Background: an optimization exercise with open tools, aiming at small area and a short achievable clock period. Do not read the settings as production practice. Where RTL was checked, it was by simulation tests only, not by an equivalence proof against the original. Function not checked in runs 1 to 4 and 6 to 8: the RTL went through the layout flow alone.

$ cat flow/design.v
module alu_top (
    input             clk,
    input      [15:0] a,
    input      [15:0] b,
    input      [2:0]  opcode,
    input      [1:0]  mode,
    output reg [31:0] result,
    output reg        eq
);
    reg [15:0] a_q;
    reg [15:0] b_q;
    reg [2:0]  opcode_q;
    reg [1:0]  mode_q;
    wire [31:0] alu_out;
    wire        alu_eq;
    ALU u_alu (.a(a_q), .b(b_q), .opcode(opcode_q), .mode(mode_q),
               .outALU(alu_out), .eq(alu_eq));
    always @(posedge clk) begin
        a_q      <= a;
        b_q      <= b;
        opcode_q <= opcode;
        mode_q   <= mode;
        result   <= alu_out;
        eq       <= alu_eq;
    end
endmodule

module logic_unit(a, b, x, eq);
input  [15:0] a;
input  [15:0] b;
output [15:0] x;
output eq;
assign x = a ^ b;
assign eq = ~|x;
endmodule
module arith(a, b, sub, inc, dec, s, co, p, q, dz);
input  [15:0] a;
input  [15:0] b;
input  sub, inc, dec;
output [15:0] s;
output co;
output [31:0] p;
output [15:0] q;
output dz;
wire gt = a > b;
wire [15:0] y = a ^ {16{sub & ~gt}};
wire [15:0] x = (b & {16{~(inc | dec)}}) ^ {16{(sub & gt) | dec}};
add16 ad (.a(y), .b(x), .ci(sub | inc), .s(s), .co(co));
mul16 mu (.a(a), .b(b), .p(p));
div16 dv (.a(a), .b(b), .gt(gt), .q(q), .dz(dz));
endmodule
module add16(a, b, ci, s, co);
input  [15:0] a;
input  [15:0] b;
input  ci;
output [15:0] s;
output co;
wire [16:0] c;
assign c[0] = ci;
genvar k;
generate for (k = 0; k < 16; k = k + 1) begin : rb
    fa u (.x(a[k]), .y(b[k]), .z(c[k]), .c(c[k+1]), .s(s[k]));
end endgenerate
assign co = c[16];
endmodule
module div16(a, b, gt, q, dz);
input  [15:0] a;
input  [15:0] b;
input  gt;
output [15:0] q;
output dz;
wire [15:0] n = gt ? a : b;
wire [15:0] d = gt ? b : a;
wire [16:0] za, zb;
assign za[16] = 1'b1;
assign zb[16] = 1'b1;
genvar k, j;
generate for (k = 15; k >= 0; k = k - 1) begin : zp
    assign za[k] = za[k+1] & ~a[k];
    assign zb[k] = zb[k+1] & ~b[k];
end endgenerate
wire [16:0] hz = za | zb;
assign dz = hz[0];
wire [17:0] d3;
wire [16:0] c3;
assign d3[0] = d[0];
assign c3[1] = 1'b0;
generate for (k = 1; k < 16; k = k + 1) begin : m3
    fa u (.x(d[k]), .y(d[k-1]), .z(c3[k]), .c(c3[k+1]), .s(d3[k]));
end endgenerate
ha m3h (.x(d[15]), .y(c3[16]), .c(d3[17]), .s(d3[16]));
wire [15:0] r [0:7];
generate for (j = 0; j < 8; j = j + 1) begin : st
    localparam W = 2*j + 2;
    wire h3 = (a <= ((1 << W) - 1) / 3) | (b <= ((1 << W) - 1) / 3);
    wire [W-1:0] t;
    if (j == 0) begin : f
        assign t = n[15:14];
    end else begin : m
        assign t = {r[j-1][W-3:0], n[15-2*j:14-2*j]};
    end
    wire [1:0] qq;
    wire [W-1:0] rr;
    dstep #(.W(W), .LAST(j == 7)) u (.t(t), .d(d[W-1:0]), .d3(d3[W-1:0]),
        .h1(hz[W]), .h2(hz[W-1]), .h3(h3), .q(qq), .r(rr));
    assign q[15-2*j:14-2*j] = qq;
    assign r[j] = rr;
end endgenerate
endmodule
module dstep #(parameter W = 2, parameter LAST = 0) (t, d, d3, h1, h2, h3, q, r);
input  [W-1:0] t;
input  [W-1:0] d;
input  [W-1:0] d3;
input  h1, h2, h3;
output [1:0] q;
output [W-1:0] r;
wire [W:0] s1 = {1'b0, t} - {1'b0, d};
wire [W:0] s2 = {1'b0, t} - {1'b0, d[W-2:0], 1'b0};
wire [W:0] s3 = {1'b0, t} - {1'b0, d3};
wire ge1 = h1 & ~s1[W];
wire ge2 = h2 & ~s2[W];
wire ge3 = h3 & ~s3[W];
assign q = {ge2, ge3 | (ge1 & ~ge2)};
generate if (LAST) begin : l
    assign r = {W{1'b0}};
end else begin : n
    assign r = ge3 ? s3[W-1:0] : ge2 ? s2[W-1:0] : ge1 ? s1[W-1:0] : t;
end endgenerate
endmodule
module mul16(a, b, p);
input  [15:0] a;
input  [15:0] b;
output [31:0] p;
wire [15:0] an = ~a;
wire [15:0] bn = ~b;
wire [16:0] s [0:15];
wire [15:0] c [0:15];
genvar i, k;
generate
for (k = 0; k < 16; k = k + 1) begin : r0
    nor2 g (.a(an[k]), .b(bn[0]), .y(s[0][k]));
end
assign s[0][16] = 1'b0;
for (i = 1; i < 16; i = i + 1) begin : row
    for (k = 0; k < 16; k = k + 1) begin : col
        wire x;
        nor2 g (.a(an[k]), .b(bn[i]), .y(x));
        if (i == 1 && k == 15) begin : n
            assign s[i][k] = x;
            assign c[i][k] = 1'b0;
        end else if (i == 1) begin : h1
            ha u (.x(x), .y(s[0][k+1]), .c(c[i][k]), .s(s[i][k]));
        end else if (k == 15) begin : h2
            ha u (.x(x), .y(c[i-1][k]), .c(c[i][k]), .s(s[i][k]));
        end else begin : f
            fa u (.x(x), .y(s[i-1][k+1]), .z(c[i-1][k]), .c(c[i][k]), .s(s[i][k]));
        end
    end
    assign s[i][16] = 1'b0;
end
for (i = 0; i < 16; i = i + 1) begin : lo
    assign p[i] = s[i][0];
end
wire [16:0] rc;
for (k = 0; k < 16; k = k + 1) begin : fin
    if (k == 0) begin : h
        ha u (.x(s[15][1]), .y(c[15][0]), .c(rc[1]), .s(p[16]));
    end else if (k == 15) begin : t
        assign p[31] = c[15][15] ^ rc[15];
    end else begin : f
        fa u (.x(s[15][k+1]), .y(c[15][k]), .z(rc[k]), .c(rc[k+1]), .s(p[16+k]));
    end
end
endgenerate
endmodule
module fa(x, y, z, c, s);
input x, y, z;
output c, s;
assign s = x ^ y ^ z;
assign c = (x & y) | (x & z) | (y & z);
endmodule
module ha(x, y, c, s);
input x, y;
output c, s;
assign s = x ^ y;
assign c = x & y;
endmodule
module nor2(a, b, y);
input a, b;
output y;
assign y = ~(a | b);
endmodule
module crypto(a, g2b);
input  [15:0] a;
output [15:0] g2b;
assign g2b[15] = a[15];
genvar i;
generate for (i = 14; i >= 0; i = i - 1) begin : pfx
    assign g2b[i] = g2b[i+1] ^ a[i];
end endgenerate
endmodule
module ALU(a, b, opcode, mode, outALU, eq);
input  [15:0] a;
input  [15:0] b;
input  [2:0]  opcode;
input  [1:0]  mode;
output [31:0] outALU;
output eq;
wire [15:0] x;       
wire [15:0] g2b;     
logic_unit l1 (.a(a), .b(b), .x(x), .eq(eq));
crypto     d1 (.a(a), .g2b(g2b));
wire m0 = (mode == 2'b00);
wire m1 = (mode == 2'b01);
wire m2 = (mode == 2'b10);
wire op_and = m0 & (opcode == 3'b000);
wire op_or  = m0 & (opcode == 3'b001);
wire op_xor = m0 & (opcode == 3'b010);
wire op_not = m0 & (opcode == 3'b011);
wire op_add = m1 & (opcode == 3'b000);
wire op_mul = m1 & (opcode == 3'b001);
wire op_sub = m1 & (opcode == 3'b010);
wire op_div = m1 & (opcode == 3'b011);
wire op_inc = m1 & (opcode == 3'b100);
wire op_dec = m1 & (opcode == 3'b101);
wire op_gen = m2 & (opcode == 3'b000);
wire op_gde = m2 & (opcode == 3'b001);
wire [15:0] s;       
wire co;
wire [31:0] p;       
wire [15:0] q;       
wire dz;             
arith a1 (.a(a), .b(b), .sub(op_sub), .inc(op_inc), .dec(op_dec),
          .s(s), .co(co), .p(p), .q(q), .dz(dz));
wire sel_s = op_add | op_sub | op_inc | op_dec;
wire tt0 = op_not;
wire tt1 = op_or | op_xor | op_not;
wire tt2 = op_or | op_xor;
wire tt3 = op_and | op_or;
wire [15:0] gen = a ^ {1'b0, a[15:1]};
genvar i;
generate for (i = 0; i < 16; i = i + 1) begin : lo
    wire lg = a[i] ? (b[i] ? tt3 : tt2) : (b[i] ? tt1 : tt0);
    assign outALU[i] = lg | (sel_s & s[i]) | (op_mul & p[i]) | (op_div & q[i])
                     | (op_gen & gen[i]) | (op_gde & g2b[i]);
end endgenerate
wire hi1 = (op_div & dz) | (op_dec & ~co);
assign outALU[16] = (op_mul & p[16]) | hi1 | (op_inc & co);
assign outALU[31:17] = ({15{op_mul}} & p[31:17]) | {15{hi1}};
endmodule
$ cat flow/run.sh
#!/bin/bash
# synth_recipe.tcl (not shown) runs the flow's synth.tcl, then flattens the netlist and writes it again
# the make line also repeats each setting of config.mk as NAME=value (left out here)
make -C /OpenROAD-flow-scripts/flow DESIGN_CONFIG=/design/flow/config.mk WORK_HOME=/design/flow/orfs CLKGATE_MAP_FILE= SYNTH_SCRIPT=/design/flow/synth_recipe.tcl finish
$ cat flow/config.mk
export PLATFORM = sky130hd
export DESIGN_NAME = alu_top
export DESIGN_NICKNAME = alu_top
export VERILOG_FILES = /design/flow/design.v
export SDC_FILE = /design/flow/constraint.sdc
export NUM_CORES = 4
export LEC_CHECK = 0
export ABC_AREA = 0
export ABC_CLOCK_PERIOD_IN_PS = 20000
export CAP_MARGIN = 20
export CORE_MARGIN = 2
export CORE_UTILIZATION = 70
export PLACE_DENSITY = 0.8
export SLEW_MARGIN = 20
export SYNTH_HIERARCHICAL = 1
export SYNTH_MINIMUM_KEEP_SIZE = 0
$ cat flow/constraint.sdc
create_clock -name core_clock -period 90.0 [get_ports {clk}]
set_input_delay 18.0000 -clock core_clock [delete_from_list [all_inputs] [get_ports {clk}]]
set_output_delay 18.0000 -clock core_clock [all_outputs]
set_load 0.01 [all_outputs]
==> impl_metrics.yaml, run 1 <==
floorplan:
  die_h_um: 180
  initial_core_util_pct: 71.1
  io_pins: 71
  die-area_um2: 32500
  coreArea_um2: 30600
  rows: 64
  die_x_um: 180
drt:
  dr.pass1.iters: 6
  wl_um: 64500
  wl_per_cell_um: 22.0
  drtIter0Drc: 1544
  vias_per_cell: 6.73
  vias: 19720
  drc: 0
  final_antenna_net_count: 0
critical_path:
  critPathMaxStageDelay_ps: 940
  critPathTopFamily: "compound AO/OA/AOI/OAI gates"
  reg2reg_slack_ps: 69500
  path_common_cell: "ha_1"
  cp_num_buf_inv: 5
  crit_type: "flip-flop to flip-flop"
  crit_path_end_kind: "flip-flop"
  critPathRequiredTime_ps: 90230
  worstSetupStartpointType: "flip-flop"
  crit_start: "b_q[15]"
  crit_slowest_cell: "nor4_1"
  worstReg2RegStart: "b_q[15]"
  arrival_ps: 20720
  cp_max_fo: 33
timing:
  setup_ws_ps: 69500
  setup_viol: 0
  fin_tns_setup_ps: 0
  min_period_ps: 20500
  finalCritPeriodShare_pct: 22.8
  skew_ps: 10.3
  rsz0062_at_grt: "no"
  maxSlewHeadroom_pct: 25.8
  worst_pin_slew_ps: 1110
  max_freq_mhz: 48.8
  slew_viol_final: 0
  final-hold-violation-count: 0
yosys:
  syn_nets: 3060
  syn-cell-area_um2: 21700
  syn_inst: 2498
  ys_warn_count: 9
  syn_avg_cell_area_um2: 8.70
job:
  drv_cap: 0
clocking:
  clk-insertion-delay-late_ps: 350
  post_cts_buffers: 0
  clock_sinks: 70
  cts-resized-gates: 0
  cts_made_buffers: 9
  cts_tree: "yes"
  path_clk_slew_ps: 60
  htreeDepth: 3
  clockRootBuffer: "clkbuf_16"
  cts.path.max_buffers: 2
  cts.hold.buffers_added: 0
min_path:
  hp-start: "a_q[3]"
  hold_class: "flip-flop to flip-flop"
final_layout:
  insertedDiodeCount: 0
  syn_to_final_growth_pct: 5.91
  drive_above_1_share_pct: 6.28
  final_nets: 3090
  fin_util_pct: 75.3
  fin_cells: 2928
global_route:
  overflow: 0
  grt_pass1_wl_um: 105000
  grt_pass1_vias: 20077
  antenna_found_initial: 1
  grt_max_degree: 55
  track_usage_pct: 40.1
placed_design:
  dp_cells: 2913
  place_ws_ps: 69760
  io_buffers: 70
  hpwl_um: 49800
  routabilityCongestion: 0.964
run_status:
  outcome: "timing/DRC/antenna clean"
## through the flow
step	instance area (um^2)	hold WS, ps
after floorplan	21700	744
after global placement	22700	815
after detailed placement	22700	799
after CTS	23000	818
after global routing	23000	877
final	23000	824
## sequential cells by signal (all words and copies together), names as in the netlist
register	cells
a_q	16
result	32
mode_q	2
eq	1
b_q	16
opcode_q	3
## layout make-up
class	count	area (um^2)
multi-input cells	2126	19000
clock inverters	6	86.3
fillers	2225	7570
repair buffers	100	933
flip-flops and latches	70	1400
well taps	396	495
clock buffers	9	225
inverters	221	830
## worst min-delay path: stages, from the launching register on
cell and delay (ps):
dfxtp_1 290, buf_4 200, xor2_1 150, a22oi_1 70
nand3_1 80
## cells in the final DEF (no fill, tap or decap), types with 15 or more instances in the layout
cell / instances
nor2_1: 358
fa_1: 275
ha_1: 249
inv_1: 219
a21oi_1: 118
nand2_1: 89
o21ai_0: 87
xnor2_1: 81
xor2_1: 76
dfxtp_1: 70
clkdlybuf4s50_1: 70
nand3_1: 44
a21o_1: 43
a22oi_1: 37
nor3_1: 37
mux2i_1: 36
o21a_1: 36
a211oi_1: 35
mux2_2: 35
nor2b_1: 34
nand2b_1: 32
buf_4: 29
o211ai_1: 27
o21ai_1: 24
nand4_1: 19
o22ai_1: 19
and3_1: 18
or3_1: 17
a31oi_1: 17
maj3_1: 16
o311ai_0: 16
a2bb2oi_1: 15
or2_2: 15
## layer usage
layer / global-route usage, % / wire, um
met5: 0 / 0
met3: 6.87 / 5570
met4: 22.2 / 3710
met1: 48.5 / 24000
met2: 68.3 / 31200
## worst paths after layout
check                           cells after the start         to
worst max-delay path                               66  result[0]
worst min-delay path                                4  result[2]
worst max register to register                     66  result[0]
worst min register to register                      4  result[2]
==> run 2, diff against run 1 <==
--- a/flow/config.mk
+++ b/flow/config.mk
@@ -7,10 +7,10 @@
 export LEC_CHECK = 0
 export ABC_AREA = 0
 export ABC_CLOCK_PERIOD_IN_PS = 20000
-export CAP_MARGIN = 20
+export CAP_MARGIN = 60
 export CORE_MARGIN = 2
 export CORE_UTILIZATION = 70
 export PLACE_DENSITY = 0.8
-export SLEW_MARGIN = 20
+export SLEW_MARGIN = 70
 export SYNTH_HIERARCHICAL = 1
 export SYNTH_MINIMUM_KEEP_SIZE = 0
==> impl_metrics.yaml, run 2 <==
run_status:
  outcome: "timing/DRC/antenna clean"
yosys:
  syn-cell-area_um2: 21700
  syn_nets: 3060
  syn_inst: 2498
  syn_avg_cell_area_um2: 8.70
  ys_warn_count: 9
placed_design:
  io_buffers: 70
  dp_cells: 2928
  place_ws_ps: 71030
  hpwl_um: 50700
  routabilityCongestion: 0.964
drt:
  vias_per_cell: 6.76
  wl_um: 66000
  dr.pass1.iters: 5
  vias: 19943
  final_antenna_net_count: 0
  drtIter0Drc: 1574
  wl_per_cell_um: 22.4
  drc: 0
timing:
  rsz0062_at_grt: "no"
  min_period_ps: 19240
  skew_ps: 9.88
  max_freq_mhz: 52.0
  worst_pin_slew_ps: 482
  setup_ws_ps: 70760
  final-hold-violation-count: 0
  setup_viol: 0
  fin_tns_setup_ps: 0
  maxSlewHeadroom_pct: 67.5
  finalCritPeriodShare_pct: 21.4
  slew_viol_final: 0
final_layout:
  layout_commonest_cell: "nor2_1"
  largest_reg_flops: 32
  top_register: "result"
  final_nets: 3110
  fin_cells: 2948
  final_cell_mix: "nor2_1, fa_1, ha_1"
  fillers: 2108
  insertedDiodeCount: 0
  drive_above_1_share_pct: 10.7
  syn_to_final_growth_pct: 8.47
  reg_top3: "result (32), a_q (16), b_q (16)"
critical_path:
  worstReg2RegEnd: "result[0]"
  path_cells: "clkdlybuf4s50_1"
  arrival_ps: 1240
  critPathTopFamily: "buffers and inverters"
  ff2ff_path_depth: 70
  crit_path_end_kind: "primary output"
  crit_type: "flip-flop to primary output"
  cp_num_buf_inv: 1
  crit_slowest_cell: "clkdlybuf4s50_1"
  cp_max_fo: 1
  worstReg2RegStart: "b_q[11]"
  critPathMaxStageDelay_ps: 570
  reg2reg_slack_ps: 70900
  worstSetupStartpointType: "flip-flop"
  critPathRequiredTime_ps: 72000
clocking:
  clockRootBuffer: "clkbuf_16"
  cts-resized-gates: 0
  cts_made_buffers: 9
  cts.path.max_buffers: 2
  path_clk_slew_ps: 60
  htreeDepth: 3
  cts.hold.buffers_added: 0
  post_cts_buffers: 0
  cts_tree: "yes"
  clock_sinks: 70
  clk-insertion-delay-late_ps: 350
job:
  drv_cap: 0
global_route:
  grt_util_met1_pct: 49.4
  grt_pass1_wl_um: 107000
  use_met3_pct: 6.69
  grt_max_degree: 55
  track_usage_pct: 40.9
  grt_pass1_vias: 20515
  grt-busiest-layer: "met2"
  overflow: 0
  antenna_found_initial: 2
  grt.met2_usage_pct: 70.6
floorplan:
  die-area_um2: 32500
  rows: 64
  io_pins: 71
  coreArea_um2: 30600
  initial_core_util_pct: 71.1
  die_h_um: 180
  die_x_um: 180
min_path:
  hp-start: "a_q[3]"
  min_to: "result[2]"
  hold_class: "flip-flop to flip-flop"
  whs_path_depth: 4
run 2: changes by cell type in the layout (fill, tap and decap cells not counted), sizes merged:
cell          previous run  this run
buf                     30        46
clkbuf                   9        12
clkinv                   3         5
clkinvlp                 1         0
dlymetal6s2s             0         1
inv                    221       220
run 2: how the worst max path moves through the flow:
stage / from / endpoint / slack (ps) / depth (start not counted)
2_1_floorplan: eq / eq / 71670 / 0
3_3_place_gp: b_q[11] / result[0] / 70180 / 65
3_5_place_dp: b_q[15] / result[0] / 71030 / 68
4_1_cts: result[12] / result[12] / 70760 / 1
5_1_grt: b_q[11] / result[0] / 70240 / 70
6_report: result[12] / result[12] / 70760 / 1
run 2: stage by stage:
stage               util [%]  hold WS [ps]  cell area (um^2)
floorplan                  -           744             21700
global placement        74.1           815             22700
detailed placement      75.6           799             23100
CTS                     76.7           813             23400
global route            77.1           864             23600
finish                  77.1           821             23600
run 2: area by class of cell:
type                            count  area [um^2]  share of cell area, %
Clock buffer                        9          225                  0.955
Clock inverter                      6         87.6                  0.371
Inverter                          221          831                   3.52
Multi-Input combinational cell   2126        19500                   82.5
Sequential cell                    70         1420                   6.03
Tap cell                          396          495                   2.10
Timing Repair Buffer              120         1060                   4.51
run 2: per-layer routing:
layer	part of all wire, %	vias up	wire, um
met3	7.9	280	5240
met4	5.7	4	3760
met1	38	9747	24900
li1	-	8915	-
met5	0.039	-	26
met2	49	997	32100
==> run 3, diff against run 2 <==
==> flow/flow/run.sh (new file) <==
#!/bin/bash
# Standard layout, with the resizer's setup repair aimed at a period close to
# what the design's I/O paths allow (the clock and constraints are unchanged).
set -euo pipefail
export SETUP_SLACK_MARGIN=70.6
bash standard.sh > standard_flow.log 2>&1
==> flow/standard.sh (new file) <==
#!/bin/bash
# synth_recipe.tcl (not shown) runs the flow's synth.tcl, then flattens the netlist and writes it again
# the make line also repeats each setting of config.mk as NAME=value (left out here)
make -C /OpenROAD-flow-scripts/flow DESIGN_CONFIG=/design/flow/config.mk WORK_HOME=/design/flow/orfs CLKGATE_MAP_FILE= SYNTH_SCRIPT=/design/flow/synth_recipe.tcl "${@:-finish}"
--- a/flow/config.mk
+++ b/flow/config.mk
@@ -7,10 +7,10 @@
 export LEC_CHECK = 0
 export ABC_AREA = 0
 export ABC_CLOCK_PERIOD_IN_PS = 20000
-export CAP_MARGIN = 60
+export CAP_MARGIN = 20
 export CORE_MARGIN = 2
 export CORE_UTILIZATION = 70
 export PLACE_DENSITY = 0.8
-export SLEW_MARGIN = 70
+export SLEW_MARGIN = 20
 export SYNTH_HIERARCHICAL = 1
 export SYNTH_MINIMUM_KEEP_SIZE = 0
removed: flow/run.sh
==> impl_metrics.yaml, run 3 <==
run_status:
  outcome: "timing/DRC/antenna clean"
floorplan:
  die_h_um: 180
  io_pins: 71
  die-area_um2: 32500
  initial_core_util_pct: 71.1
  die_x_um: 180
  coreArea_um2: 30600
  rows: 64
min_path:
  hold_class: "flip-flop to flip-flop"
critical_path:
  crit_path_end_kind: "primary output"
  critPathMaxStageDelay_ps: 550
  critPathRequiredTime_ps: 72000
  critPathTopFamily: "buffers and inverters"
  arrival_ps: 1230
  path_cells: "clkdlybuf4s50_1"
  crit_slowest_cell: "clkdlybuf4s50_1"
  cp_max_fo: 1
  crit_type: "flip-flop to primary output"
  worstSetupStartpointType: "flip-flop"
  cp_num_buf_inv: 1
global_route:
  grt-busiest-layer: "met2"
  use_met3_pct: 6.83
  track_usage_pct: 40.2
  grt_pass1_wl_um: 105000
  grt_util_met1_pct: 48.5
  overflow: 0
  grt_pass1_vias: 20094
  antenna_found_initial: 1
  grt.met2_usage_pct: 68.3
  grt_max_degree: 55
timing:
  finalCritPeriodShare_pct: 21.4
  min_period_ps: 19230
  slew_viol_final: 0
  setup_viol: 0
  holdWs_ps: 826
  maxSlewHeadroom_pct: 25.0
  skew_ps: 9.75
  fin_tns_setup_ps: 0
  final-hold-violation-count: 0
  max_freq_mhz: 52.0
  worst_pin_slew_ps: 1130
  rsz0062_at_grt: "no"
clocking:
  cts_made_buffers: 9
  path_clk_slew_ps: 60
  clock_sinks: 70
  clockRootBuffer: "clkbuf_16"
  clk-insertion-delay-late_ps: 350
  htreeDepth: 3
  cts.path.max_buffers: 2
  cts_tree: "yes"
final_layout:
  final_nets: 3106
  insertedDiodeCount: 0
  layout_commonest_cell: "nor2_1"
  reg_top3: "result (32), a_q (16), b_q (16)"
  largest_reg_flops: 32
  syn_to_final_growth_pct: 7.07
  final_cell_mix: "nor2_1, fa_1, ha_1"
  top_register: "result"
  fin_cells: 2944
  drive_above_1_share_pct: 7.81
  fillers: 2211
drt:
  drc: 0
  wl_per_cell_um: 22.2
  drtIter0Drc: 1472
  dr.pass1.iters: 5
  final_antenna_net_count: 0
  vias: 19869
  wl_um: 65300
  vias_per_cell: 6.75
placed_design:
  io_buffers: 70
  routabilityCongestion: 0.964
  dp_cells: 2913
  hpwl_um: 49800
yosys:
  syn_avg_cell_area_um2: 8.70
  syn_nets: 3060
  ys_warn_count: 9
  syn_inst: 2498
  syn-cell-area_um2: 21700
job:
  drv_cap: 0
-- run 3: final cells by class --
cell class | instances | area [um^2] | area share (%)
Clock inverter | 6 | 86.3 | 0.371
Multi-Input combinational cell | 2127 | 19200 | 82.3
Clock buffer | 9 | 225 | 0.968
Tap cell | 396 | 495 | 2.13
Inverter | 221 | 833 | 3.58
Timing Repair Buffer | 115 | 1050 | 4.51
Sequential cell | 70 | 1420 | 6.09
-- run 3: path summary, 6_finish.rpt --
kind              start          to  slack [ps]  cells after the start
max reg2reg     b_q[15]   result[0]       71460                     66
min              a_q[3]   result[2]         830                      4
max          result[12]  result[12]       70770                      1
min reg2reg      a_q[3]   result[2]         830                      4
-- run 3: repair_timing --
action	CTS	global route
hold buffers	0	0
gates resized for setup	14	22
pin swaps	0	4
gates cloned	0	1
endpoints found under the setup margin	2	2
buffers inserted	0	15
-- run 3: metal layers --
metal  vias up  wire [um]
li1       8905          -
met5         -          0
met3       283       5520
met4         0       4020
met1      9688      24300
met2       993      31500
-- run 3: stage by stage --
| stage | setup slack [ps] | area [um^2] | utilization, % |
|---|---|---|---|
| after floorplan | 71670 | 21700 | - |
| after global placement | 70180 | 22700 | 74.1 |
| after detailed placement | 69760 | 22700 | 74.2 |
| after CTS | 70640 | 23000 | 75.3 |
| after global routing | 70590 | 23300 | 76.1 |
| final | 70770 | 23300 | 76.1 |
==> run 4, diff against run 3 <==
==> flow/flow/run.sh (replaced) <==
#!/bin/bash
# Standard layout with two changes in how it is made (clock and constraints unchanged):
#  - ports are buffered with the smallest buffer, which the resizer upsizes where needed;
#  - the resizer's setup repair aims at a period close to what the I/O paths allow.
set -euo pipefail
export SETUP_SLACK_MARGIN=71.1
export BUFFER_PORTS_ARGS="-buffer_cell sky130_fd_sc_hd__buf_1"
bash standard.sh > standard_flow.log 2>&1
==> impl_metrics.yaml, run 4 <==
yosys:
  syn-cell-area_um2: 21700
  ys_warn_count: 9
  syn_nets: 3060
  syn_avg_cell_area_um2: 8.70
  syn_inst: 2498
global_route:
  grt_pass1_wl_um: 106000
  overflow: 0
  grt_max_degree: 55
  antenna_found_initial: 3
  grt_pass1_vias: 20315
  track_usage_pct: 40.6
critical_path:
  crit_slowest_cell: "dfxtp_1"
  path_cells: "buf_1"
  critPathRequiredTime_ps: 72000
  ff2ff_path_depth: 67
  worstReg2RegEnd: "result[0]"
  cp_max_fo: 1
  worstReg2RegStart: "b_q[7]"
  cp_num_buf_inv: 1
  critPathMaxStageDelay_ps: 310
  worstSetupStartpointType: "flip-flop"
  critPathTopFamily: "flip-flops"
  crit_path_end_kind: "primary output"
  crit_type: "flip-flop to primary output"
  reg2reg_slack_ps: 71770
  arrival_ps: 850
clocking:
  clk-insertion-delay-late_ps: 370
  clockRootBuffer: "clkbuf_16"
  cts_tree: "yes"
  cts_made_buffers: 9
  path_clk_slew_ps: 70
  cts.path.max_buffers: 2
  clock_sinks: 70
  htreeDepth: 3
  cts.hold.buffers_added: 0
timing:
  min_period_ps: 18850
  max_freq_mhz: 53.0
  worst_pin_slew_ps: 1130
  setup_ws_ps: 71150
  slew_viol_final: 0
  skew_ps: 23.3
  finalCritPeriodShare_pct: 20.9
  final-hold-violation-count: 0
  rsz0062_at_grt: "no"
  maxSlewHeadroom_pct: 24.3
  fin_tns_setup_ps: 0
  setup_viol: 0
final_layout:
  multi_input_area_um2: 19200
  layout_commonest_cell: "nor2_1"
  largest_reg_flops: 32
  syn_to_final_growth_pct: 4.92
  reg_top3: "result (32), a_q (16), b_q (16)"
  drive_above_1_share_pct: 7.98
  top_register: "result"
  final_cell_mix: "nor2_1, fa_1, ha_1"
  regArea_um2: 1420
  fillers: 2309
  final_nets: 3101
drt:
  vias_per_cell: 6.72
  wl_per_cell_um: 22.2
  drc: 0
  final_antenna_net_count: 0
  wl_um: 65300
  dr.pass1.iters: 8
  drtIter0Drc: 1506
  vias: 19757
floorplan:
  coreArea_um2: 30600
  die_x_um: 180
  die-area_um2: 32500
  rows: 64
  io_pins: 71
  initial_core_util_pct: 71.1
  die_h_um: 180
placed_design:
  hpwl_um: 50500
  io_buffers: 70
  place_ws_ps: 70090
  routabilityCongestion: 0.985
min_path:
  whs_path_depth: 3
  min_to: "result[15]"
  hp-start: "a_q[15]"
  hold_class: "flip-flop to flip-flop"
run_status:
  outcome: "timing/DRC/antenna clean"
job:
  drv_cap: 0
-- run 4: repair_timing --
| action | in CTS | in global routing |
|---|---|---|
| endpoints found under the setup margin | 2 | 3 |
| resized for setup | 25 | 19 |
| pin swaps | 0 | 5 |
| gates cloned | 0 | 1 |
| setup buffers | 0 | 12 |
-- run 4: area by class of cell --
class / count / area share, %
flip-flops and latches: 70 / 6.24
repair buffers: 110 / 2.56
diodes: 1 / 0.0110
clock buffers: 9 / 0.988
inverters: 221 / 3.65
multi-input cells: 2127 / 84.1
clock inverters: 7 / 0.252
well taps: 396 / 2.17
-- run 4: metrics by stage --
step | util, % | area (um^2) | instances | hold slack, ps
after floorplan | - | 21700 | 2498 | 744
after global placement | 72.7 | 22200 | 2911 | 802
after detailed placement | 72.7 | 22200 | 2911 | 814
after CTS | 73.8 | 22600 | 2927 | 826
after global routing | 74.6 | 22800 | 2941 | 881
final | 74.6 | 22800 | 2941 | 828
-- run 4: worst max-delay path by stage --
stage / start / end / slack (ps) / depth (start not counted)
after CTS: b_q[15] / result[0] / 71110 / 66
after floorplan: eq / eq / 71670 / 0
final: result[14] / result[14] / 71150 / 1
after global placement: b_q[10] / result[0] / 70730 / 65
after global routing: b_q[15] / result[0] / 71090 / 66
after detailed placement: b_q[11] / result[0] / 70090 / 65
-- run 4: layer usage --
metal	vias up	track usage, %	part of all wire (%)
li1	8904	-	-
met1	9634	49.4	38
met2	961	69.4	48
met3	254	5.98	7.5
met4	4	22.5	6.2
met5	-	0	0.041
==> run 5, diff against run 4 <==
--- a/flow/design.v
+++ b/flow/design.v
@@ -114,12 +114,42 @@
 input  h1, h2, h3;
 output [1:0] q;
 output [W-1:0] r;
-wire [W:0] s1 = {1'b0, t} - {1'b0, d};
-wire [W:0] s2 = {1'b0, t} - {1'b0, d[W-2:0], 1'b0};
-wire [W:0] s3 = {1'b0, t} - {1'b0, d3};
-wire ge1 = h1 & ~s1[W];
-wire ge2 = h2 & ~s2[W];
-wire ge3 = h3 & ~s3[W];
+function [W:0] subbk;
+    input [W-1:0] t;
+    input [W-1:0] d;
+    input integer n;
+    reg [W-1:0] g, p, gg, pp;
+    integer i, l;
+    begin
+        g = t & ~d;
+        p = ~(t ^ d);
+        g[0] = g[0] | p[0];
+        gg = g;
+        pp = p;
+        for (l = 1; l < W; l = l * 2)
+            for (i = 2*l - 1; i < n; i = i + 2*l) begin
+                gg[i] = gg[i] | (pp[i] & gg[i-l]);
+                pp[i] = pp[i] & pp[i-l];
+            end
+        for (l = H; l >= 1; l = l / 2)
+            for (i = 3*l - 1; i < n; i = i + 2*l) begin
+                gg[i] = gg[i] | (pp[i] & gg[i-l]);
+                pp[i] = pp[i] & pp[i-l];
+            end
+        subbk[W] = gg[n-1];
+        subbk[0] = ~p[0];
+        for (i = 1; i < W; i = i + 1)
+            subbk[i] = p[i] ^ gg[i-1];
+    end
+endfunction
+localparam H = (W > 8) ? 8 : (W > 4) ? 4 : (W > 2) ? 2 : 1;
+wire [W:0] s1 = subbk(t, d, W);
+wire [W:0] s2x = subbk({1'b0, t[W-1:1]}, {1'b0, d[W-2:0]}, W - 1);
+wire [W:0] s2 = {s2x[W], s2x[W-2:0], t[0]};
+wire [W:0] s3 = subbk(t, d3, W);
+wire ge1 = h1 & s1[W];
+wire ge2 = h2 & s2[W];
+wire ge3 = h3 & s3[W];
 assign q = {ge2, ge3 | (ge1 & ~ge2)};
 generate if (LAST) begin : l
     assign r = {W{1'b0}};
==> impl_metrics.yaml, run 5 <==
critical_path:
  crit_start: "result[14]"
  cp_max_fo: 1
  reg2reg_slack_ps: 71850
  crit_path_end_kind: "primary output"
  worstReg2RegStart: "b_q[6]"
  worstReg2RegEnd: "result[0]"
  cp_num_buf_inv: 1
  critPathMaxStageDelay_ps: 310
  critPathRequiredTime_ps: 72000
  path_cells: "buf_1"
  ff2ff_path_depth: 82
  arrival_ps: 850
  critPathTopFamily: "flip-flops"
  crit_slowest_cell: "dfxtp_1"
  worstSetupStartpointType: "flip-flop"
  crit_type: "flip-flop to primary output"
global_route:
  grt_pass1_vias: 18406
  antenna_found_initial: 2
  track_usage_pct: 40.8
  overflow: 0
  grt_pass1_wl_um: 99100
  grt_max_degree: 55
min_path:
  whs_path_depth: 3
  hp-start: "b_q[15]"
  hold_class: "flip-flop to flip-flop"
  min_to: "result[15]"
final_layout:
  top_register: "result"
  final_nets: 2912
  reg_top3: "result (32), a_q (16), b_q (16)"
  drive_above_1_share_pct: 12.8
  layout_commonest_cell: "fa_1"
  fin_cells: 2708
  syn_to_final_growth_pct: 8.21
  fillers: 2095
  largest_reg_flops: 32
  final_cell_mix: "fa_1, nor2_1, inv_1"
floorplan:
  rows: 63
  coreArea_um2: 29600
  die_h_um: 177
  io_pins: 71
  initial_core_util_pct: 71.0
  die-area_um2: 31400
  die_x_um: 177
clocking:
  clockRootBuffer: "clkbuf_16"
  cts.path.max_buffers: 2
  cts_tree: "yes"
  path_clk_slew_ps: 60
  clock_sinks: 70
  htreeDepth: 3
  cts_made_buffers: 9
  clk-insertion-delay-late_ps: 340
timing:
  rsz0062_at_grt: "no"
  final-hold-violation-count: 0
  setup_viol: 0
  min_period_ps: 18850
  fin_tns_setup_ps: 0
  finalCritPeriodShare_pct: 20.9
  maxSlewHeadroom_pct: 19.9
  max_freq_mhz: 53.0
  skew_ps: 5.69
  slew_viol_final: 0
  worst_pin_slew_ps: 1190
placed_design:
  io_buffers: 70
  routabilityCongestion: 0.966
  dp_cells: 2634
  hpwl_um: 47800
yosys:
  syn-cell-area_um2: 21000
  syn_nets: 2841
  ys_warn_count: 17
  syn_inst: 2240
  syn_avg_cell_area_um2: 9.38
drt:
  final_antenna_net_count: 0
  drc: 0
  dr.pass1.iters: 6
  drtIter0Drc: 1478
  wl_um: 62300
  vias_per_cell: 6.53
  wl_per_cell_um: 23.0
  vias: 17694
run_status:
  outcome: "timing/DRC/antenna clean"
job:
  drv_cap: 0
-- run 5: timing repair --
item	CTS	global route
setup endpoints to repair	4	2
setup buffers	11	41
pin swaps	10	18
gates cloned	2	2
resized for setup	43	58
hold buffers	0	0
-- run 5: per-stage QoR --
stage / hold WS [ps] / utilization, % / worst slack (ps) / area [um^2]
after floorplan: 680 / - / 71100 / 21100
after detailed placement: 778 / 72.7 / 68690 / 21500
final: 714 / 76.9 / 71150 / 22700
after global placement: 777 / 72.7 / 69400 / 21500
after global routing: 753 / 76.9 / 71030 / 22700
after CTS: 749 / 74.9 / 71120 / 22100
-- run 5: tightest hold or removal path, delay by kind of cell (launching register included) --
family | cells | cell delay (ps)
compound gates | 1 | 70
fa+ha+maj | 1 | 160
flops | 1 | 370
simple gates | 1 | 90
-- run 5: metal layers --
metal | global-route usage [%] | share of wire (%) | vias to the layer above
li1 | - | - | 7821
met1 | 49.6 | 37 | 8875
met2 | 69.0 | 49 | 774
met3 | 7.97 | 8.0 | 224
met4 | 20.4 | 5.9 | 0
met5 | 0 | 0 | -
-- run 5: worst max path at each step --
stage,endpoint,slack (ps),cells after the start
finish,result[14],71150,1
global route,result[0],71030,86
CTS,result[0],71120,85
detailed placement,result[0],68690,83
global placement,result[0],69400,82
floorplan,result[0],71100,93
-- run 5: final cells by class --
cell class / count / area [um^2] / area share, %
Antenna cell: 2 / 5.00 / 0.0220
Timing Repair inverter: 1 / 6.26 / 0.0275
Inverter: 248 / 951 / 4.18
Clock inverter: 6 / 92.6 / 0.407
Timing Repair Buffer: 142 / 842 / 3.71
Sequential cell: 70 / 1500 / 6.58
Tap cell: 390 / 488 / 2.15
Multi-Input combinational cell: 1839 / 18600 / 81.9
Clock buffer: 10 / 229 / 1.01
==> run 6, diff against run 5 <==
--- a/flow/design.v
+++ b/flow/design.v
@@ -63,7 +63,7 @@
 end endgenerate
 assign co = c[16];
 endmodule
-module div16(a, b, gt, q, dz);
+module div16 #(parameter [15:0] PLAN = 16'h4155) (a, b, gt, q, dz);
 input  [15:0] a;
 input  [15:0] b;
 input  gt;
@@ -89,22 +89,40 @@
     fa u (.x(d[k]), .y(d[k-1]), .z(c3[k]), .c(c3[k+1]), .s(d3[k]));
 end endgenerate
 ha m3h (.x(d[15]), .y(c3[16]), .c(d3[17]), .s(d3[16]));
-wire [15:0] r [0:7];
-generate for (j = 0; j < 8; j = j + 1) begin : st
-    localparam W = 2*j + 2;
-    wire h3 = (a <= ((1 << W) - 1) / 3) | (b <= ((1 << W) - 1) / 3);
-    wire [W-1:0] t;
-    if (j == 0) begin : f
-        assign t = n[15:14];
-    end else begin : m
-        assign t = {r[j-1][W-3:0], n[15-2*j:14-2*j]};
+localparam [15:0] R4 = PLAN;
+wire [15:0] r [0:15];
+generate for (j = 0; j < 16; j = j + 1) begin : row
+    if (R4[j]) begin : s4
+        localparam W = j + 2;
+        wire h3 = (a <= ((1 << W) - 1) / 3) | (b <= ((1 << W) - 1) / 3);
+        wire [W-1:0] t;
+        if (j == 0) begin : f
+            assign t = n[15:14];
+        end else begin : m
+            assign t = {r[j-1][W-3:0], n[15-j:14-j]};
+        end
+        wire [1:0] qq;
+        wire [W-1:0] rr;
+        dstep #(.W(W), .LAST(j == 14)) u (.t(t), .d(d[W-1:0]), .d3(d3[W-1:0]),
+            .h1(hz[W]), .h2(hz[W-1]), .h3(h3), .q(qq), .r(rr));
+        assign q[15-j:14-j] = qq;
+        assign r[j] = rr;
+    end else if (j > 0 && R4[j-1]) begin : s4b
+        assign r[j] = r[j-1];
+    end else begin : s2
+        localparam W = j + 1;
+        wire [W-1:0] t;
+        if (j == 0) begin : f
+            assign t = n[15];
+        end else begin : m
+            assign t = {r[j-1][W-2:0], n[15-j]};
+        end
+        wire qq;
+        wire [W-1:0] rr;
+        rstep #(.W(W), .LAST(j == 15)) u (.t(t), .d(d[W-1:0]), .h(hz[W]), .q(qq), .r(rr));
+        assign q[15-j] = qq;
+        assign r[j] = rr;
     end
-    wire [1:0] qq;
-    wire [W-1:0] rr;
-    dstep #(.W(W), .LAST(j == 7)) u (.t(t), .d(d[W-1:0]), .d3(d3[W-1:0]),
-        .h1(hz[W]), .h2(hz[W-1]), .h3(h3), .q(qq), .r(rr));
-    assign q[15-2*j:14-2*j] = qq;
-    assign r[j] = rr;
 end endgenerate
 endmodule
 module dstep #(parameter W = 2, parameter LAST = 0) (t, d, d3, h1, h2, h3, q, r);
@@ -220,6 +238,49 @@
 output y;
 assign y = ~(a | b);
 endmodule
+module rstep #(parameter W = 2, parameter LAST = 0) (t, d, h, q, r);
+input  [W-1:0] t;
+input  [W-1:0] d;
+input  h;
+output q;
+output [W-1:0] r;
+function [W:0] subbk;
+    input [W-1:0] t;
+    input [W-1:0] d;
+    input integer n;
+    reg [W-1:0] g, p, gg, pp;
+    integer i, l;
+    begin
+        g = t & ~d;
+        p = ~(t ^ d);
+        g[0] = g[0] | p[0];
+        gg = g;
+        pp = p;
+        for (l = 1; l < W; l = l * 2)
+            for (i = 2*l - 1; i < n; i = i + 2*l) begin
+                gg[i] = gg[i] | (pp[i] & gg[i-l]);
+                pp[i] = pp[i] & pp[i-l];
+            end
+        for (l = H; l >= 1; l = l / 2)
+            for (i = 3*l - 1; i < n; i = i + 2*l) begin
+                gg[i] = gg[i] | (pp[i] & gg[i-l]);
+                pp[i] = pp[i] & pp[i-l];
+            end
+        subbk[W] = gg[n-1];
+        subbk[0] = ~p[0];
+        for (i = 1; i < W; i = i + 1)
+            subbk[i] = p[i] ^ gg[i-1];
+    end
+endfunction
+localparam H = (W > 8) ? 8 : (W > 4) ? 4 : (W > 2) ? 2 : 1;
+wire [W:0] s1 = subbk(t, d, W);
+assign q = h & s1[W];
+generate if (LAST) begin : l
+    assign r = {W{1'b0}};
+end else begin : n
+    assign r = q ? s1[W-1:0] : t;
+end endgenerate
+endmodule
 module crypto(a, g2b);
 input  [15:0] a;
 output [15:0] g2b;
==> impl_metrics.yaml, run 6 <==
run_status:
  outcome: "timing/DRC/antenna clean"
drt:
  wl_per_cell_um: 23.9
  vias_per_cell: 6.67
  final_antenna_net_count: 0
  drtIter0Drc: 1709
  dr.pass1.iters: 6
  drc: 0
  wl_um: 62500
  vias: 17445
critical_path:
  arrival_ps: 19860
  crit_path_end_kind: "flip-flop"
  worstSetupStartpointType: "flip-flop"
  crit_type: "flip-flop to flip-flop"
  crit_slowest_cell: "fa_2"
  cp_max_fo: 17
  critPathMaxStageDelay_ps: 570
  critPathRequiredTime_ps: 90230
  path_common_cell: "fa_2"
final_layout:
  final_nets: 2794
  top_register: "result"
  layout_commonest_cell: "fa_1"
  drive_above_1_share_pct: 21.9
  syn_to_final_growth_pct: 15.8
  fin_area_um2: 22800
  largest_reg_flops: 32
  final_cell_mix: "fa_1, nor2_1, inv_1"
  reg_top3: "result (32), a_q (16), b_q (16)"
  fillers: 1673
  fin_cells: 2614
placed_design:
  hpwl_um: 43100
  routabilityCongestion: 0.984
  placed_area_um2: 20700
  io_buffers: 70
  dp_cells: 2466
clocking:
  cts_tree: "yes"
  clk-insertion-delay-late_ps: 350
  cts.path.max_buffers: 2
  htreeDepth: 3
  path_clk_slew_ps: 60
  clock_sinks: 70
  clockRootBuffer: "clkbuf_16"
  cts_made_buffers: 9
floorplan:
  initial_core_util_pct: 71.0
  coreArea_um2: 27700
  die-area_um2: 29400
  die_h_um: 172
  rows: 61
  die_x_um: 172
  io_pins: 71
global_route:
  grt_util_met1_pct: 51.4
  grt.met2_usage_pct: 69.3
  grt_pass1_wl_um: 95500
  track_usage_pct: 42.3
  overflow: 0
  grt_pass1_vias: 17894
  use_met3_pct: 8.21
  grt_max_degree: 55
  grt-busiest-layer: "met2"
  antenna_found_initial: 1
yosys:
  syn-cell-area_um2: 19700
  syn_nets: 2645
  ys_warn_count: 19
  syn_inst: 2081
  syn_avg_cell_area_um2: 9.45
timing:
  max_freq_mhz: 50.9
  min_period_ps: 19640
  slew_viol_final: 0
  maxSlewHeadroom_pct: 32.5
  fin_tns_setup_ps: 0
  rsz0062_at_grt: "yes"
  worst_pin_slew_ps: 1000
  skew_ps: 7.47
  finalCritPeriodShare_pct: 21.8
  setup_viol: 0
  final-hold-violation-count: 0
job:
  drv_cap: 0
min_path:
  hold_class: "flip-flop to flip-flop"
-- run 6: critical path, delay by kind of cell (launching register included) --
family	cells	cell delay (ps)
multiplexers	4	1170
adder cells (fa/ha/maj)	19	6100
AND/OR/NAND/NOR	23	3870
buffers and inverters	14	1560
AO/OA/AOI/OAI	33	6310
flip-flops	1	420
-- run 6: path summary, 6_finish.rpt --
check | startpoint | endpoint | slack (ps) | depth (start not counted)
max | a_q[6] | result[0] | 70360 | 93
min | a_q[2] | result[2] | 790 | 3
max reg2reg | a_q[6] | result[0] | 70360 | 93
min reg2reg | a_q[2] | result[2] | 790 | 3
-- run 6: timing repair --
action	4_1_cts	5_1_grt
hold buffers	0	0
buffers inserted	88	34
gates resized for setup	95	50
pin swaps	45	35
endpoints found under the setup margin	3	3
gates cloned	7	2
-- run 6: cell type report --
| class | count | area (um^2) | share of cell area, % |
|---|---|---|---|
| antenna | 1 | 2.50 | 0.0110 |
| clock buffer | 9 | 225 | 0.989 |
| clock inverter | 7 | 105 | 0.462 |
| inverter | 234 | 891 | 3.91 |
| multi-input combinational | 1704 | 18100 | 79.7 |
| sequential | 70 | 1520 | 6.67 |
| tap | 378 | 473 | 2.08 |
| timing repair buffer | 211 | 1410 | 6.20 |
-- run 6: per-stage QoR --
stage / hold WS (ps) / worst slack, ps / utilization (%)
final: 788 / 70360 / 82.2
after global routing: 823 / 69650 / 82.2
after CTS: 772 / 70820 / 80.2
after detailed placement: 767 / 68390 / 74.6
after global placement: 773 / 69000 / 74.6
after floorplan: 674 / 70740 / -
-- run 6: routing by layer --
layer  vias up  routed length (um)
li1       7370                   -
met1      8617               22400
met2      1102               29600
met3       356                5790
met4         0                4750
met5         -                   0
==> run 7, diff against run 6 <==
--- a/flow/design.v
+++ b/flow/design.v
@@ -33,20 +33,20 @@
 assign x = a ^ b;
 assign eq = ~|x;
 endmodule
-module arith(a, b, sub, inc, dec, s, co, p, q, dz);
+module arith(a, b, sub, inc, dec, mul, s, co, p, q, dz);
 input  [15:0] a;
 input  [15:0] b;
-input  sub, inc, dec;
+input  sub, inc, dec, mul;
 output [15:0] s;
 output co;
-output [31:0] p;
+output [31:0] p;       
 output [15:0] q;
 output dz;
 wire gt = a > b;
 wire [15:0] y = a ^ {16{sub & ~gt}};
 wire [15:0] x = (b & {16{~(inc | dec)}}) ^ {16{(sub & gt) | dec}};
 add16 ad (.a(y), .b(x), .ci(sub | inc), .s(s), .co(co));
-mul16 mu (.a(a), .b(b), .p(p));
+mul16 mu (.a(a), .b(b), .en(mul), .p(p));
 div16 dv (.a(a), .b(b), .gt(gt), .q(q), .dz(dz));
 endmodule
 module add16(a, b, ci, s, co);
@@ -63,7 +63,7 @@
 end endgenerate
 assign co = c[16];
 endmodule
-module div16 #(parameter [15:0] PLAN = 16'h4155) (a, b, gt, q, dz);
+module div16 #(parameter [15:0] PLAN = 16'h5555) (a, b, gt, q, dz);
 input  [15:0] a;
 input  [15:0] b;
 input  gt;
@@ -89,12 +89,22 @@
     fa u (.x(d[k]), .y(d[k-1]), .z(c3[k]), .c(c3[k+1]), .s(d3[k]));
 end endgenerate
 ha m3h (.x(d[15]), .y(c3[16]), .c(d3[17]), .s(d3[16]));
+wire [8:0] l3;
+assign l3[0] = 1'b1;
+generate for (k = 1; k <= 8; k = k + 1) begin : l3c
+    assign l3[k] = ~d[2*k-1] & (~d[2*k-2] | l3[k-1]);
+end endgenerate
 localparam [15:0] R4 = PLAN;
 wire [15:0] r [0:15];
 generate for (j = 0; j < 16; j = j + 1) begin : row
     if (R4[j]) begin : s4
         localparam W = j + 2;
-        wire h3 = (a <= ((1 << W) - 1) / 3) | (b <= ((1 << W) - 1) / 3);
+        wire h3;
+        if (W % 2 == 0) begin : e
+            assign h3 = hz[W] & l3[W/2];
+        end else begin : o
+            assign h3 = (a <= ((1 << W) - 1) / 3) | (b <= ((1 << W) - 1) / 3);
+        end
         wire [W-1:0] t;
         if (j == 0) begin : f
             assign t = n[15:14];
@@ -175,12 +185,13 @@
     assign r = ge3 ? s3[W-1:0] : ge2 ? s2[W-1:0] : ge1 ? s1[W-1:0] : t;
 end endgenerate
 endmodule
-module mul16(a, b, p);
+module mul16(a, b, en, p);
 input  [15:0] a;
 input  [15:0] b;
+input  en;
 output [31:0] p;
 wire [15:0] an = ~a;
-wire [15:0] bn = ~b;
+wire [15:0] bn = ~(b & {16{en}});
 wire [16:0] s [0:15];
 wire [15:0] c [0:15];
 genvar i, k;
@@ -321,7 +332,7 @@
 wire [31:0] p;       
 wire [15:0] q;       
 wire dz;             
-arith a1 (.a(a), .b(b), .sub(op_sub), .inc(op_inc), .dec(op_dec),
+arith a1 (.a(a), .b(b), .sub(op_sub), .inc(op_inc), .dec(op_dec), .mul(op_mul),
           .s(s), .co(co), .p(p), .q(q), .dz(dz));
 wire sel_s = op_add | op_sub | op_inc | op_dec;
 wire tt0 = op_not;
@@ -332,10 +343,10 @@
 genvar i;
 generate for (i = 0; i < 16; i = i + 1) begin : lo
     wire lg = a[i] ? (b[i] ? tt3 : tt2) : (b[i] ? tt1 : tt0);
-    assign outALU[i] = lg | (sel_s & s[i]) | (op_mul & p[i]) | (op_div & q[i])
+    assign outALU[i] = lg | (sel_s & s[i]) | p[i] | (op_div & q[i])
                      | (op_gen & gen[i]) | (op_gde & g2b[i]);
 end endgenerate
 wire hi1 = (op_div & dz) | (op_dec & ~co);
-assign outALU[16] = (op_mul & p[16]) | hi1 | (op_inc & co);
-assign outALU[31:17] = ({15{op_mul}} & p[31:17]) | {15{hi1}};
+assign outALU[16] = p[16] | hi1 | (op_inc & co);
+assign outALU[31:17] = p[31:17] | {15{hi1}};
 endmodule
==> impl_metrics.yaml, run 7 <==
run_status:
  outcome: "timing/DRC/antenna clean"
critical_path:
  critPathMaxStageDelay_ps: 350
  arrival_ps: 880
  worstReg2RegStart: "b_q[1]"
  reg2reg_slack_ps: 71810
  worstReg2RegEnd: "result[0]"
  cp_num_buf_inv: 1
  cp_max_fo: 1
  cp.depth: 1
  critPathTopFamily: "flip-flops"
  crit_slowest_cell: "dfxtp_1"
  worstSetupStartpointType: "flip-flop"
  ff2ff_path_depth: 83
  path_cells: "buf_1"
  crit_type: "flip-flop to primary output"
  critPathRequiredTime_ps: 72000
  crit_path_end_kind: "primary output"
timing:
  maxSlewHeadroom_pct: 32.1
  min_period_ps: 18880
  max_freq_mhz: 53.0
  setup_viol: 0
  finalCritPeriodShare_pct: 21.0
  skew_ps: 7.89
  fin_tns_setup_ps: 0
  final-hold-violation-count: 0
  setup_ws_ps: 71120
  rsz0062_at_grt: "no"
  slew_viol_final: 0
  worst_pin_slew_ps: 1020
placed_design:
  hpwl_um: 47500
  place_ws_ps: 68480
  io_buffers: 70
  routabilityCongestion: 1.05
global_route:
  antenna_found_initial: 1
  grt_pass1_wl_um: 95300
  overflow: 0
  grt_max_degree: 70
  grt_pass1_vias: 17898
  track_usage_pct: 39.7
clocking:
  cts_made_buffers: 9
  htreeDepth: 3
  cts_tree: "yes"
  cts.path.max_buffers: 2
  cts.hold.buffers_added: 0
  clock_sinks: 70
  path_clk_slew_ps: 60
  clockRootBuffer: "clkbuf_16"
  clk-insertion-delay-late_ps: 340
drt:
  final_antenna_net_count: 0
  drtIter0Drc: 1528
  dr.pass1.iters: 6
  wl_um: 61500
  vias: 17646
  drc: 0
  vias_per_cell: 6.57
  wl_per_cell_um: 22.9
yosys:
  ys_warn_count: 17
  syn-cell-area_um2: 20700
  syn_avg_cell_area_um2: 9.37
  syn_inst: 2207
  syn_nets: 2808
final_layout:
  final_nets: 2896
  top_register: "result"
  drive_above_1_share_pct: 13.9
  layout_commonest_cell: "fa_1"
  largest_reg_flops: 32
  reg_top3: "result (32), a_q (16), b_q (16)"
  final_cell_mix: "fa_1, nor2_1, inv_1"
  syn_to_final_growth_pct: 8.67
floorplan:
  die_x_um: 176
  io_pins: 71
  initial_core_util_pct: 71.6
  coreArea_um2: 28900
  die_h_um: 176
  die-area_um2: 30900
  rows: 62
min_path:
  hp-start: "a_q[15]"
  whs_path_depth: 2
  min_to: "result[15]"
  hold_class: "flip-flop to flip-flop"
job:
  drv_cap: 0
[run 7: tightest hold or removal path, cell delays in order (launching register included)]
cell and delay, ps:
dfxtp_4 430, nand3_1 100, nand4_1 90
[run 7: final cells by class]
class                      instances  area (um^2)
multi-input combinational       1826        18400
fill                            1991         6390
sequential                        70         1500
timing repair buffer             155          961
inverter                         233          885
tap                              384          480
clock buffer                      11          243
clock inverter                     5         32.5
antenna                            1         2.50
[run 7: layer usage]
| layer | track usage [%] | routed length (um) | vias to the layer above |
|---|---|---|---|
| li1 | - | - | 7722 |
| met1 | 48.5 | 22600 | 8752 |
| met2 | 66.5 | 29400 | 879 |
| met3 | 6.67 | 4930 | 293 |
| met4 | 23.3 | 4660 | 0 |
| met5 | 0 | 0 | - |
[run 7: stage by stage]
stage | utilization [%] | instance area (um^2) | hold WS (ps) | std cells
3_5_place_dp | 73.5 | 21200 | 689 | 2596
5_1_grt | 77.9 | 22500 | 694 | 2684
6_report | 77.9 | 22500 | 691 | 2685
2_1_floorplan | - | 20800 | 614 | 2207
4_1_cts | 75.4 | 21800 | 699 | 2631
3_3_place_gp | 73.5 | 21200 | 669 | 2596
[run 7: worst max-delay path by stage]
stage / end / from
2_1_floorplan: result[0] / b_q[1]
3_3_place_gp: result[0] / b_q[6]
3_5_place_dp: result[0] / a_q[2]
4_1_cts: result[0] / b_q[15]
5_1_grt: result[0] / b_q[1]
6_report: result[0] / result[0]
[run 7: repair_timing]
| item | 4_1_cts | 5_1_grt |
|---|---|---|
| gates cloned | 2 | 2 |
| pin swaps | 13 | 17 |
| setup buffers | 17 | 51 |
| resized for setup | 32 | 70 |
| endpoints found under the setup margin | 4 | 3 |
| endpoints found under the hold margin | 0 | 0 |
==> run 8, diff against run 7 <==
--- a/flow/design.v
+++ b/flow/design.v
@@ -335,14 +335,12 @@
 arith a1 (.a(a), .b(b), .sub(op_sub), .inc(op_inc), .dec(op_dec), .mul(op_mul),
           .s(s), .co(co), .p(p), .q(q), .dz(dz));
 wire sel_s = op_add | op_sub | op_inc | op_dec;
-wire tt0 = op_not;
-wire tt1 = op_or | op_xor | op_not;
-wire tt2 = op_or | op_xor;
-wire tt3 = op_and | op_or;
+wire t_ab = op_and | op_or;
+wire t_x  = op_or | op_xor;
 wire [15:0] gen = a ^ {1'b0, a[15:1]};
 genvar i;
 generate for (i = 0; i < 16; i = i + 1) begin : lo
-    wire lg = a[i] ? (b[i] ? tt3 : tt2) : (b[i] ? tt1 : tt0);
+    wire lg = (t_ab & a[i] & b[i]) | (t_x & x[i]) | (op_not & ~a[i]);
     assign outALU[i] = lg | (sel_s & s[i]) | p[i] | (op_div & q[i])
                      | (op_gen & gen[i]) | (op_gde & g2b[i]);
 end endgenerate
==> impl_metrics.yaml, run 8 <==
final_layout:
  syn_to_final_growth_pct: 9.10
  fin_util_pct: 77.8
  final_cell_mix: "fa_1, nor2_1, inv_1"
  largest_reg_flops: 32
  multi_input_area_um2: 18300
  final_nets: 2882
  top_register: "result"
  regArea_um2: 1480
  drive_above_1_share_pct: 14.1
  layout_commonest_cell: "fa_1"
  reg_top3: "result (32), a_q (16), b_q (16)"
  fillers: 1959
yosys:
  ys_warn_count: 17
  syn_nets: 2801
  syn-cell-area_um2: 20500
  syn_inst: 2200
  syn_avg_cell_area_um2: 9.33
clocking:
  cts_tree: "yes"
  htreeDepth: 3
  cts.hold.buffers_added: 0
  path_clk_slew_ps: 70
  clockRootBuffer: "clkbuf_16"
  cts_made_buffers: 9
  clk-insertion-delay-late_ps: 340
  cts.path.max_buffers: 2
  clock_sinks: 70
critical_path:
  critPathTopFamily: "flip-flops"
  critPathMaxStageDelay_ps: 370
  worstSetupStartpointType: "flip-flop"
  worstReg2RegStart: "b_q[1]"
  cp_num_buf_inv: 1
  worstReg2RegEnd: "result[0]"
  crit_slowest_cell: "dfxtp_2"
  arrival_ps: 870
  critPathRequiredTime_ps: 72000
  path_cells: "buf_1"
  cp_max_fo: 1
  ff2ff_path_depth: 89
  crit_type: "flip-flop to primary output"
  crit_path_end_kind: "primary output"
  reg2reg_slack_ps: 71500
floorplan:
  initial_core_util_pct: 71.3
  die_x_um: 175
  die-area_um2: 30700
  rows: 62
  coreArea_um2: 28800
  io_pins: 71
  die_h_um: 175
timing:
  slew_viol_final: 0
  maxSlewHeadroom_pct: 22.1
  finalCritPeriodShare_pct: 21.0
  fin_tns_setup_ps: 0
  min_period_ps: 18870
  rsz0062_at_grt: "no"
  skew_ps: 13.1
  max_freq_mhz: 53.0
  setup_viol: 0
  worst_pin_slew_ps: 1160
  final-hold-violation-count: 0
drt:
  dr.pass1.iters: 7
  wl_um: 62100
  drtIter0Drc: 1518
  vias_per_cell: 6.50
  drc: 0
  wl_per_cell_um: 23.3
  vias: 17351
  final_antenna_net_count: 0
global_route:
  grt_pass1_vias: 18197
  overflow: 0
  grt_max_degree: 39
  antenna_found_initial: 0
  grt_pass1_wl_um: 97200
  track_usage_pct: 40.7
min_path:
  hp-start: "b_q[1]"
  min_to: "result[1]"
  whs_path_depth: 2
  hold_class: "flip-flop to flip-flop"
run_status:
  outcome: "timing/DRC/antenna clean"
placed_design:
  routabilityCongestion: 1.00
  io_buffers: 70
  hpwl_um: 48200
job:
  drv_cap: 0
==> run 8: per-layer routing <==
layer,share of wire (%),wire [um],global-route usage (%)
met3,8.1,5030,6.40
met2,49,30200,68.5
met5,0,0,0
met4,5.2,3230,18.3
met1,38,23700,51.9
==> run 8: tightest hold or removal path: cells and delay by family, from the launching register on <==
family / cells / cell delay, ps
DFF: 1 / 360
AOI/OAI and AO/OA: 1 / 100
and+or+nand+nor: 1 / 80
==> run 8: how the worst max path moves through the flow <==
stage	from	endpoint	slack, ps	cells after the start
6_report	result[0]	result[0]	71130	1
5_1_grt	b_q[4]	result[0]	70850	91
4_1_cts	b_q[1]	result[0]	71100	89
3_5_place_dp	b_q[14]	result[0]	68160	87
3_3_place_gp	b_q[14]	result[0]	68850	85
2_1_floorplan	b_q[1]	result[0]	71120	96
==> run 8: final cells by class <==
class	instances	share of cell area [%]
Antenna cell	1	0.0112
Clock buffer	9	1.01
Clock inverter	7	0.363
Inverter	236	4.00
Multi-Input combinational cell	1819	81.9
Sequential cell	70	6.63
Tap cell	384	2.15
Timing Repair Buffer	145	3.91
==> run 8: timing repair <==
item / 4_1_cts / 5_1_grt
cloned: 2 / 1
pin swaps: 11 / 30
setup buffers: 18 / 42
resized for setup: 76 / 60
endpoints found under the setup margin: 5 / 2
==> run 8: metrics by stage <==
stage	std cells	hold slack, ps	worst slack (ps)	instance area, um^2
after detailed placement	2589	617	68160	21000
after CTS	2625	632	71100	21800
final	2671	577	71130	22400
after global placement	2588	619	68850	21000
after floorplan	2200	553	71120	20700
after global routing	2670	604	70850	22400

what the ideal ports hide:
Ports are ideal in the flow. The routed layouts listed here were re-timed in OpenROAD.
Step 1, drivers: a clkbuf_16 drives clk and a buf_2 each remaining input, both assumed.
Step 2 adds t to the input delays and takes it off the output delays; t is the mean of the earliest and latest rising clock arrival at the registers after step 1. Input paths then give back, and output paths get back, about the clock's delay inside the block.
Three values: ideal ports, drivers, drivers and shift; two values: the first two.
run	shift t [ns]	setup slack, ns	worst setup path at the end
run 1	0.388	69.503 / 69.503 / 69.503	register to register
run 2	0.384	70.759 / 70.718 / 70.902	register to register
run 3	0.388	70.775 / 70.734 / 71.122	register to output
run 4	0.403	71.146 / 71.098 / 71.501	register to output
run 5	0.382	71.148 / 71.107 / 71.489	register to output
run 6	0.391	70.364 / 70.364 / 70.364	register to register
run 7	0.380	71.117 / 71.076 / 71.456	register to output
run 8	0.372	71.131 / 71.094 / 71.466	register to output
After both steps every run listed still meets setup and hold.
